Context: an optimization exercise on an open-source flow, tuned for small area, a short achievable clock period and few clock cycles. The choices shown serve that exercise and are no tape-out recipe. Where RTL was checked, it was by simulation tests only, not by an equivalence proof against the original. Power is estimated from default activity; no workload was simulated.

// tqvp_CORDIC
module tqvp_CORDIC (
    input         clk,
    input         rst_n,
    input  [7:0]  ui_in,
    output [7:0]  uo_out,
    input [5:0]   address,
    input [31:0]  data_in,
    input [1:0]   data_write_n,
    input [1:0]   data_read_n,
    output [31:0] data_out,
    output        data_ready,
    output        user_interrupt
);
Settings: LEC_CHECK=0, ABC_AREA=1, CAP_MARGIN=20, CORE_MARGIN=2, CORE_UTILIZATION=66, SETUP_SLACK_MARGIN=5, SLEW_MARGIN=20, TNS_END_PERCENT=0; clock period 12.0 ns.
standard.sh (not shown) runs the stock make flow with config.mk's settings and CLKGATE_MAP_FILE= SYNTH_SCRIPT=/design/flow/synth_recipe.tcl, a recipe that flattens the netlist after the stock synthesis.
==> flow/flow/run.sh <==
#!/bin/bash
set -euo pipefail
bash standard.sh SETUP_SLACK_MARGIN=6 finish > flow_make.log 2>&1
The starting point went through all stages and came out clean.
Testbench counts at the start, summed over its fixed seeds: cycles 29,352.
Change:
Settings changed: ABC_AREA 1 to 0.
Combinational power grows by a little under a tenth.
Global-route usage shrinks by 0.65 points.
Synthesized area grows by roughly a tenth.
Power grows by a few percent.
Via count grows by a few percent.
Sequential power grows by a little under a tenth.
Sequential cell count is unchanged.
Worst setup slack loses 0.15 ns.
Clock skew stays flat.
Sequential share of layout area shrinks by 2.2 points.
Change:
Settings changed: ABC_AREA 0 to 1, CORE_UTILIZATION 66 to 60, TNS_END_PERCENT 0 to 100.
Outcome: The new run completed without violations. Core utilization falls by 5.5 points. Sequential share of layout area rises by 1.5 points. Via count falls by 4.6%. Global-route usage falls by 0.15 points. Sequential cell count stays the same. Total power falls by 2.6%. Clock-buffer cell count falls by 1. Worst hold slack gains 0.030 ns. Routed wire length falls by 2.5%.
Change:
==> flow/flow/run.sh (replaced) <==
#!/bin/bash
set -euo pipefail
bash standard.sh SETUP_SLACK_MARGIN=6 \
  "CTS_ARGS=-sink_clustering_enable -repair_clock_nets -dont_use_dummy_load" \
  finish > flow_make.log 2>&1
Settings changed: CORE_UTILIZATION 60 to 66, TNS_END_PERCENT 100 to 0.
The changed run passed the timing, DRC and antenna checks; routed wire length drops by 7.4%; maximum frequency came out lower by about 2.5%; design area fell by about 4.5%; utilization went up by 4.6 points; setup slack degrades by 0.15 ns; first-iteration DRC count went down by 0.90%; synthesized cell count does not change; power is lower by 5.3%; die area decreases by about 9%; critical path depth increases by 2; via count hardly moves.

========
birch:
The RTL this note starts from:
==> flow/design.v <==
module CORDIC_angles_ROM_comb (
    input  wire [3:0]  which_angle,
    output reg  [15:0] angle_out
);
    always @* begin
        case (which_angle)
            4'd0:    angle_out = 16'b0011001001000100;  
            4'd1:    angle_out = 16'b0001110110101100;  
            4'd2:    angle_out = 16'b0000111110101110;  
            4'd3:    angle_out = 16'b0000011111110101;  
            4'd4:    angle_out = 16'b0000001111111111;  
            4'd5:    angle_out = 16'b0000001000000000;  
            4'd6:    angle_out = 16'b0000000100000000;  
            4'd7:    angle_out = 16'b0000000010000000;  
            4'd8:    angle_out = 16'b0000000001000000;  
            4'd9:    angle_out = 16'b0000000000100000;  
            4'd10:   angle_out = 16'b0000000000010000;  
            default: angle_out = 16'b0000000000001000;  
        endcase
    end
endmodule
module CORDIC_atanh_ROM_comb (
    input  wire [3:0]  which_angle,
    output reg  [15:0] angle_out
);
    always @* begin
        case (which_angle)
            4'd1:    angle_out = 16'b0010001100101000;  
            4'd2:    angle_out = 16'b0001000001011001;  
            4'd3:    angle_out = 16'b0000100000001011;  
            4'd4:    angle_out = 16'b0000010000000001;  
            4'd5:    angle_out = 16'b0000001000000000;  
            4'd6:    angle_out = 16'b0000000100000000;  
            4'd7:    angle_out = 16'b0000000010000000;  
            4'd8:    angle_out = 16'b0000000001000000;  
            4'd9:    angle_out = 16'b0000000000100000;  
            4'd10:   angle_out = 16'b0000000000010000;  
            4'd11:   angle_out = 16'b0000000000001000;  
            default: angle_out = 16'b0000000000000100;  
        endcase
    end
endmodule
module CORDIC_iteration (
    input  [15:0] x, y, z,
    input  [15:0] x_s, y_s,
    input  [15:0] delta_z,
    input         sigma,      
    input         hold_x,     
    input         hyp,
    output [15:0] next_x, next_y, next_z
);
    wire        sub_x = sigma ^ hyp;
    wire [15:0] bx    = hold_x ? 16'd0 : (y_s ^ {16{sub_x}});
    assign next_x = x + bx + {15'd0, sub_x & ~hold_x};
    assign next_y = y + (x_s ^ {16{~sigma}}) + {15'd0, ~sigma};
    assign next_z = z + (delta_z ^ {16{sigma}}) + {15'd0, sigma};
endmodule
module CORDIC (
    input             clk,
    input             rst_n,
    input             start,
    input      [1:0]  mode_in,
    input             rot_in,
    input      [4:0]  s,
    input      [15:0] A,
    input      [15:0] B,
    output     [15:0] out1,
    output     [15:0] out2,
    output     [1:0]  status,
    output reg        done
);
    localparam signed [15:0] K_INV_Q = 16'sd9949;
    localparam signed [15:0] K_HYP   = 16'b0100110101001000;
    reg  [1:0] mode;
    reg        rot;
    reg        busy, fin;
    reg  [3:0] cnt;
    reg  [3:0] k;
    reg  signed [15:0] x, y, z;
    wire lin  = (mode == 2'b01);
    wire hyp  = (mode == 2'b10);
    wire circ = (mode == 2'b00);
    wire [3:0] sh = cnt + {3'b0, hyp & (cnt < 4'd4)};
    function [3:0] msb_abs;
        input [15:0] v;
        reg [15:0] u, c;
        reg t;
        integer i;
        begin
            u = v ^ {16{v[15]}};
            t = v[15];
            for (i = 0; i < 16; i = i + 1) begin
                c[i] = u[i] | t;
                t = t & u[i];
            end
            msb_abs = 4'd0;
            for (i = 0; i < 16; i = i + 1)
                if (c[i]) msb_abs = i[3:0];
        end
    endfunction
    wire [3:0] msb_b = msb_abs(B);
    wire [3:0] msb_a = msb_abs(A);
    wire [4:0] k_mul = ({1'b0, msb_b} > s) ? ({1'b0, msb_b} - s) : 5'd0;
    wire [3:0] k_div = (msb_b > msb_a) ? (msb_b - msb_a) : 4'd0;
    wire [3:0] k_new = rot_in ? k_mul[3:0] : k_div;
    wire pre = (cnt == 4'd15);
    wire signed [15:0] x_s = x >>> sh;
    wire signed [15:0] y_s = y >>> (pre ? k : sh);
    wire [15:0] atan_v, atanh_v;
    CORDIC_angles_ROM_comb angles_rom (.which_angle(sh), .angle_out(atan_v));
    CORDIC_atanh_ROM_comb  atanh_rom  (.which_angle(sh), .angle_out(atanh_v));
    wire [3:0] kk  = rot ? 4'd0 : k;
    wire [5:0] e   = {1'b0, s} + {2'b0, kk} - {2'b0, sh};
    wire [15:0] alpha = (({1'b0, sh} <= s) && (e < 6'd16)) ? (16'd1 << e[3:0]) : 16'd0;
    reg  [15:0] dz;
    always @* begin
        case (mode)
            2'b00:   dz = atan_v;
            2'b01:     dz = alpha;
            2'b10: dz = atanh_v;
            default:          dz = 16'd0;
        endcase
    end
    wire sigma = rot ? ~z[15] : y[15];
    wire [15:0] nx, ny, nz;
    CORDIC_iteration iter_stage (
        .x(x), .y(y), .z(z), .x_s(x_s), .y_s(y_s), .delta_z(dz),
        .sigma(sigma), .hold_x(lin | ~(circ | hyp)), .hyp(hyp),
        .next_x(nx), .next_y(ny), .next_z(nz)
    );
    wire last = (cnt == 4'd11);
    always @(posedge clk) begin
        if (!rst_n) begin
            busy <= 1'b0;
            fin  <= 1'b0;
            done <= 1'b0;
        end else begin
            done <= busy & last;
            if (start) begin
                busy <= 1'b1;
                fin  <= 1'b0;
            end else if (busy & last) begin
                busy <= 1'b0;
                fin  <= 1'b1;
            end
        end
    end
    always @(posedge clk) begin
        if (start) begin
            mode <= mode_in;
            rot  <= rot_in;
            k    <= k_new;
            cnt  <= (mode_in == 2'b01) ? 4'd15 : 4'd0;
            case (mode_in)
                2'b00: begin
                    x <= rot_in ? K_INV_Q : A;
                    y <= rot_in ? 16'd0 : B;
                    z <= rot_in ? A : 16'd0;
                end
                2'b01: begin
                    x <= A;
                    y <= B;
                    z <= 16'd0;
                end
                2'b10: begin
                    x <= rot_in ? K_HYP : A;
                    y <= rot_in ? 16'd0 : B;
                    z <= rot_in ? A : 16'd0;
                end
                default: begin
                    x <= 16'd0;
                    y <= 16'd0;
                    z <= 16'd0;
                end
            endcase
        end else if (busy) begin
            cnt <= cnt + 4'd1;
            if (pre) begin
                y <= rot ? 16'd0 : y_s;
                z <= rot ? y_s : 16'd0;
            end else begin
                x <= nx;
                y <= ny;
                z <= nz;
            end
        end
    end
    assign out1   = lin ? (rot ? (y << k) : z) : x;
    assign out2   = (rot ^ lin) ? y : z;
    assign status = {fin, busy};
endmodule
`default_nettype none
module tqvp_CORDIC (
    input         clk,
    input         rst_n,
    input  [7:0]  ui_in,
    output [7:0]  uo_out,
    input [5:0]   address,
    input [31:0]  data_in,
    input [1:0]   data_write_n,
    input [1:0]   data_read_n,
    output [31:0] data_out,
    output        data_ready,
    output        user_interrupt
);
    reg  [15:0] A, B;
    reg  [4:0]  shift;
    wire [15:0] out1, out2;
    wire [1:0]  status;
    wire        done;
    wire wr    = (data_write_n != 2'b11);
    wire wr_hi = (data_write_n[1] != data_write_n[0]);
    wire start = wr && (address == 6'h0) && data_in[0];
    always @(posedge clk) begin
        if (!rst_n) begin
            A     <= 16'd0;
            B     <= 16'd0;
            shift <= 5'd11;
        end else begin
            if (address == 6'h1 && wr)    A[7:0]  <= data_in[7:0];
            if (address == 6'h1 && wr_hi) A[15:8] <= data_in[15:8];
            if (address == 6'h2 && wr)    B[7:0]  <= data_in[7:0];
            if (address == 6'h2 && wr_hi) B[15:8] <= data_in[15:8];
            if (address == 6'h3 && wr)    shift   <= data_in[4:0];
        end
    end
    CORDIC cordic_module (
        .clk(clk), .rst_n(rst_n),
        .start(start), .mode_in(data_in[2:1]), .rot_in(data_in[3]),
        .s(shift), .A(A), .B(B),
        .out1(out1), .out2(out2), .status(status), .done(done)
    );
    assign data_out = (address == 6'h0) ? 32'hbadcaffe :
                      (address == 6'h4) ? {16'b0, out1} :
                      (address == 6'h5) ? {16'b0, out2} :
                      (address == 6'h6) ? {30'b0, status} :
                      32'h0;
    assign data_ready     = 1'b1;
    assign user_interrupt = done;
    assign uo_out         = {6'b0, status};
    wire _unused = &{data_read_n, ui_in, data_in[31:16], 1'b0};
endmodule
clock: 12.0 ns
lec_check: 0
cap_margin: 20
core_margin: 2
core_utilization: 40
slew_margin: 20
run.sh (not shown) runs the stock make flow with config.mk's settings and CLKGATE_MAP_FILE= SYNTH_SCRIPT=/design/flow/synth_recipe.tcl, a recipe that flattens the netlist after the stock synthesis.
Stock flow here: none of the scripts above is used.
What oak does differently from birch at the input level:
diff --git a/flow/config.mk b/flow/config.mk
--- a/flow/config.mk
+++ b/flow/config.mk
@@ -7,0 +8 @@
+export ABC_CLOCK_PERIOD_IN_PS = 6000
@@ -10,0 +12 @@
+export SETUP_SLACK_MARGIN = 5
@@ -11,0 +14 @@
+export TNS_END_PERCENT = 100
--- outcome ---
- Compared with birch, oak shows achievable clock frequency that has gone up by more than 10%.
- In the tables for oak and birch, endpoint required time on the critical path reads higher with birch.
- oak vs birch, capturing element of the worst setup path: data_out[7] vs cordic_module.z[14]
- Cmp oak vs birch: post-CTS setup buffer count higher in oak
- Per the comparison of oak with birch, total design power has increased; final routed wirelength across all metal layers has increased.
No functional check of the RTL was part of any run of this note.

========
tqvp_CORDIC, a different RTL version from the one above (not shown whole).
For scale: roughly 100 flip-flops, roughly 94 I/O pins.
export LEC_CHECK = 0
export ABC_AREA = 1
export CAP_MARGIN = 20
export CORE_MARGIN = 2
export CORE_UTILIZATION = 40
export SETUP_SLACK_MARGIN = 5
export SLEW_MARGIN = 20
export TNS_END_PERCENT = 100
create_clock -name core_clock -period 12.0 [get_ports {clk}]
standard.sh (not shown) runs the stock make flow with config.mk's settings and CLKGATE_MAP_FILE= SYNTH_SCRIPT=/design/flow/synth_recipe.tcl, a recipe that flattens the netlist after the stock synthesis.
==> flow/flow/run.sh <==
#!/bin/bash
set -euo pipefail
bash standard.sh SETUP_SLACK_MARGIN=6 finish > flow_make.log 2>&1
The baseline produced a clean layout.
Then changed:
==> flow/flow/run.sh (replaced) <==
#!/bin/bash
set -euo pipefail
bash standard.sh SETUP_SLACK_MARGIN=7 finish > flow_make.log 2>&1
After rerunning:
- wire length went down by 0.31%
- die area stays the same
- setup slack gets better by 0.20 ns
- global-route usage went down by 0.14 points
- total power falls by 1.2%
- area after synthesis does not change
- cell area grows by 3.9%
- utilization rose by 1.8 points
- register-to-register slack improves by 0.40 ns
- via count fell by 0.31%
No functional check of the RTL was part of any run of this note.

========
Setup of try-sierra:
Another version of the RTL of tqvp_CORDIC (not shown whole).
Size in the first run: ~1500 cells after synthesis, ~120 flip-flops, ~94 I/O pins.
Settings: LEC_CHECK=0, ABC_AREA=1, CAP_MARGIN=20, CORE_MARGIN=2, CORE_UTILIZATION=60, SETUP_SLACK_MARGIN=5, SLEW_MARGIN=20, TNS_END_PERCENT=100; clock period 12.0 ns.
==> flow/flow/run.sh <==
#!/bin/bash
set -euo pipefail
bash standard.sh SETUP_SLACK_MARGIN=6 finish > flow_make.log 2>&1
try-sierra went all the way through synthesis, placement and routing and the layout is clean on timing, DRC and antenna.
Relative to try-sierra, the following input files were edited for try-cedar:
diff --git a/flow/config.mk b/flow/config.mk
--- a/flow/config.mk
+++ b/flow/config.mk
@@ -11 +11 @@
-export CORE_UTILIZATION = 60
+export CORE_UTILIZATION = 66
@@ -14 +14 @@
-export TNS_END_PERCENT = 100
+export TNS_END_PERCENT = 0
==> comparison <==
try-cedar: PASS, flow complete, no timing, DRC or antenna violations. try-sierra: all stages complete, timing, DRC and antenna checks passed. Reported for try-cedar and try-sierra, compound-cell area share of the yosys netlist turned out identical to the last digit. Against try-sierra, try-cedar comes in about 1% lower on area used by multi-input combinational logic. For try-cedar, the cell type of the slowest stage on the worst timing path was nand4_1, unlike try-sierra, where it was buf_6. Growth of design area from synthesis to finish (higher): try-sierra. Worst-path maximum fanout was lower in try-sierra than in try-cedar. Final design instance area without fill came out lower on try-cedar than on try-sierra.
No functional check of the RTL was part of any run of this note.

========
RTL: one of the versions met above, not the one the previous note started from.
Size in the first run: about 1600 cells after synthesis, roughly 110 flip-flops, roughly 94 I/O pins, about 10000 µm² of cells after synthesis.
// tqvp_CORDIC
module tqvp_CORDIC (
    input         clk,
    input         rst_n,
    input  [7:0]  ui_in,
    output [7:0]  uo_out,
    input [5:0]   address,
    input [31:0]  data_in,
    input [1:0]   data_write_n,
    input [1:0]   data_read_n,
    output [31:0] data_out,
    output        data_ready,
    output        user_interrupt
);
    reg  [15:0] A, B;
    reg  [4:0]  shift;
    wire [15:0] out1, out2;
    wire [1:0]  status;
    wire        done;
    wire        zero_out;    
    wire wr    = (data_write_n != 2'b11);
    wire wr_hi = (data_write_n[1] != data_write_n[0]);
    wire start = wr && (address == 6'h0) && data_in[0];
    wire a_wr  = wr && (address == 6'h1);
    wire b_wr  = wr && (address == 6'h2);
    wire [15:0] AB_next = {wr_hi ? data_in[15:8] : (address[1] ? B[15:8] : A[15:8]),
                           data_in[7:0]};
    always @(posedge clk) begin
        if (!rst_n) begin
            A     <= 16'd0;
            B     <= 16'd0;
            shift <= 5'd11;
        end else begin
            if (a_wr)                     A       <= AB_next;
            if (b_wr)                     B       <= AB_next;
            if (address == 6'h3 && wr)    shift   <= data_in[4:0];
        end
    end
    CORDIC cordic_module (
        .clk(clk), .rst_n(rst_n),
        .start(start), .mode_in(data_in[2:1]), .rot_in(data_in[3]),
        .s(shift), .A(A), .B(B), .a_wr(a_wr), .b_wr(b_wr), .AB_next(AB_next),
        .out1(out1), .out2(out2), .status(status), .zero_out(zero_out), .done(done)
    );
    wire hi0   = (address[5:3] == 3'b000);
    wire sel0  = hi0 & (address[2:0] == 3'b000);
  ...
==> flow/config.mk <==
export PLATFORM = sky130hd
export DESIGN_NAME = tqvp_CORDIC
export DESIGN_NICKNAME = tqvp_CORDIC
export VERILOG_FILES = /design/flow/design.v
export SDC_FILE = /design/flow/constraint.sdc
export NUM_CORES = 4
export LEC_CHECK = 0
export ABC_AREA = 1
export CAP_MARGIN = 20
export CORE_MARGIN = 2
export CORE_UTILIZATION = 66
export SETUP_SLACK_MARGIN = 5
export SLEW_MARGIN = 20
export TNS_END_PERCENT = 100
==> flow/constraint.sdc <==
create_clock -name core_clock -period 12.0 [get_ports {clk}]
set_input_delay 2.4000 -clock core_clock [delete_from_list [all_inputs] [get_ports {clk}]]
set_output_delay 2.4000 -clock core_clock [all_outputs]
set_load 0.01 [all_outputs]
Scripts as last shown in full above: flow/flow/run.sh
The first run completed with no timing, DRC or antenna violations.
Testbench counts at the start, summed over its fixed seeds: cycles 29,352.
Edit:
==> flow/flow/run.sh (replaced) <==
#!/bin/bash
set -euo pipefail
bash standard.sh SETUP_SLACK_MARGIN=6.5 finish > flow_make.log 2>&1
CORE_UTILIZATION = 60   (was 66)
The new run passed the timing, DRC and antenna checks; clock-buffer cell count climbs by 1; final cell count climbs by 2.3%; core utilization drops by 5.3 points; design area climbs by 3.9%; sequential cell count is unchanged.
Edit:
==> flow/flow/run.sh (replaced) <==
#!/bin/bash
set -euo pipefail
bash standard.sh SETUP_SLACK_MARGIN=6 finish > flow_make.log 2>&1
TNS_END_PERCENT = 0   (was 100)
What happened:
- power grows by 2.2%
- flip-flop and latch count does not change
- die area stays the same
- worst setup slack improved by 0.052 ns
- area after synthesis is unchanged
- cell count shrinks by 1.2%
Edit:
CTS_BUF_LIST = sky130_fd_sc_hd__clkbuf_8   (was default)
CTS_CLUSTER_SIZE = 30   (was default)
TNS_END_PERCENT = 100   (was 0)
Wire length grows by 1.2%.
Sequential power grows by about 0.8%.
Combinational power is about the same.

port drivers added, routing unchanged:
The flow's constraints put no driver on any port. The routed layouts listed below were extracted and timed again, unchanged, in two steps. Step 1 (the two cells are an assumption about what drives the block):
set clk [get_ports {clk}]
set_driving_cell -lib_cell sky130_fd_sc_hd__clkbuf_16 $clk
set_driving_cell -lib_cell sky130_fd_sc_hd__buf_2 [delete_from_list [all_inputs] $clk]
Step 2 also shifts input and output timing later by t, the mid clock arrival at the registers, as if the neighbouring blocks saw the same clock. Slacks: ideal ports / drivers / drivers and shift; pairs: ideal ports / drivers.
run	t, ns	setup slack, ns	worst hold slack (ns)	latest minus earliest clock arrival (ns)
the first run of note 1	0.406	5.894 / 5.865 / 5.865	0.495 / 0.495 / 0.495	0.007 / 0.007
the second run of note 1	0.403	5.747 / 5.721 / 5.721	0.459 / 0.459 / 0.459	0.009 / 0.009
the third run of note 1	0.411	5.969 / 5.943 / 5.943	0.489 / 0.489 / 0.489	0.009 / 0.010
the fourth run of note 1	0.398	5.816 / 5.796 / 5.796	0.485 / 0.485 / 0.485	0.025 / 0.025
birch	0.411	3.859 / 3.859 / 3.859	0.571 / 0.571 / 0.571	0.014 / 0.013
oak	0.413	5.033 / 5.012 / 5.012	0.575 / 0.575 / 0.575	0.010 / 0.010
the first run of note 3	0.410	5.849 / 5.817 / 5.485	0.476 / 0.476 / 0.476	0.013 / 0.013
the second run of note 3	0.405	6.046 / 6.015 / 6.015	0.474 / 0.474 / 0.474	0.013 / 0.013
try-sierra	0.471	5.732 / 5.701 / 5.701	0.484 / 0.484 / 0.484	0.008 / 0.008
try-cedar	0.465	5.740 / 5.702 / 5.702	0.491 / 0.491 / 0.491	0.010 / 0.011
the first run of note 5	0.408	5.937 / 5.911 / 5.911	0.488 / 0.488 / 0.488	0.005 / 0.005
the second run of note 5	0.403	5.818 / 5.788 / 5.788	0.507 / 0.507 / 0.507	0.015 / 0.015
the third run of note 5	0.416	5.871 / 5.838 / 5.838	0.498 / 0.498 / 0.498	0.011 / 0.010
the fourth run of note 5	0.452	5.887 / 5.855 / 5.855	0.509 / 0.509 / 0.509	0.011 / 0.010
After both steps setup and hold are still met in every run listed. For the first run of note 3, which loses most, drivers alone change the setup slack by -0.032 ns; drivers and shift together by -0.364 ns.
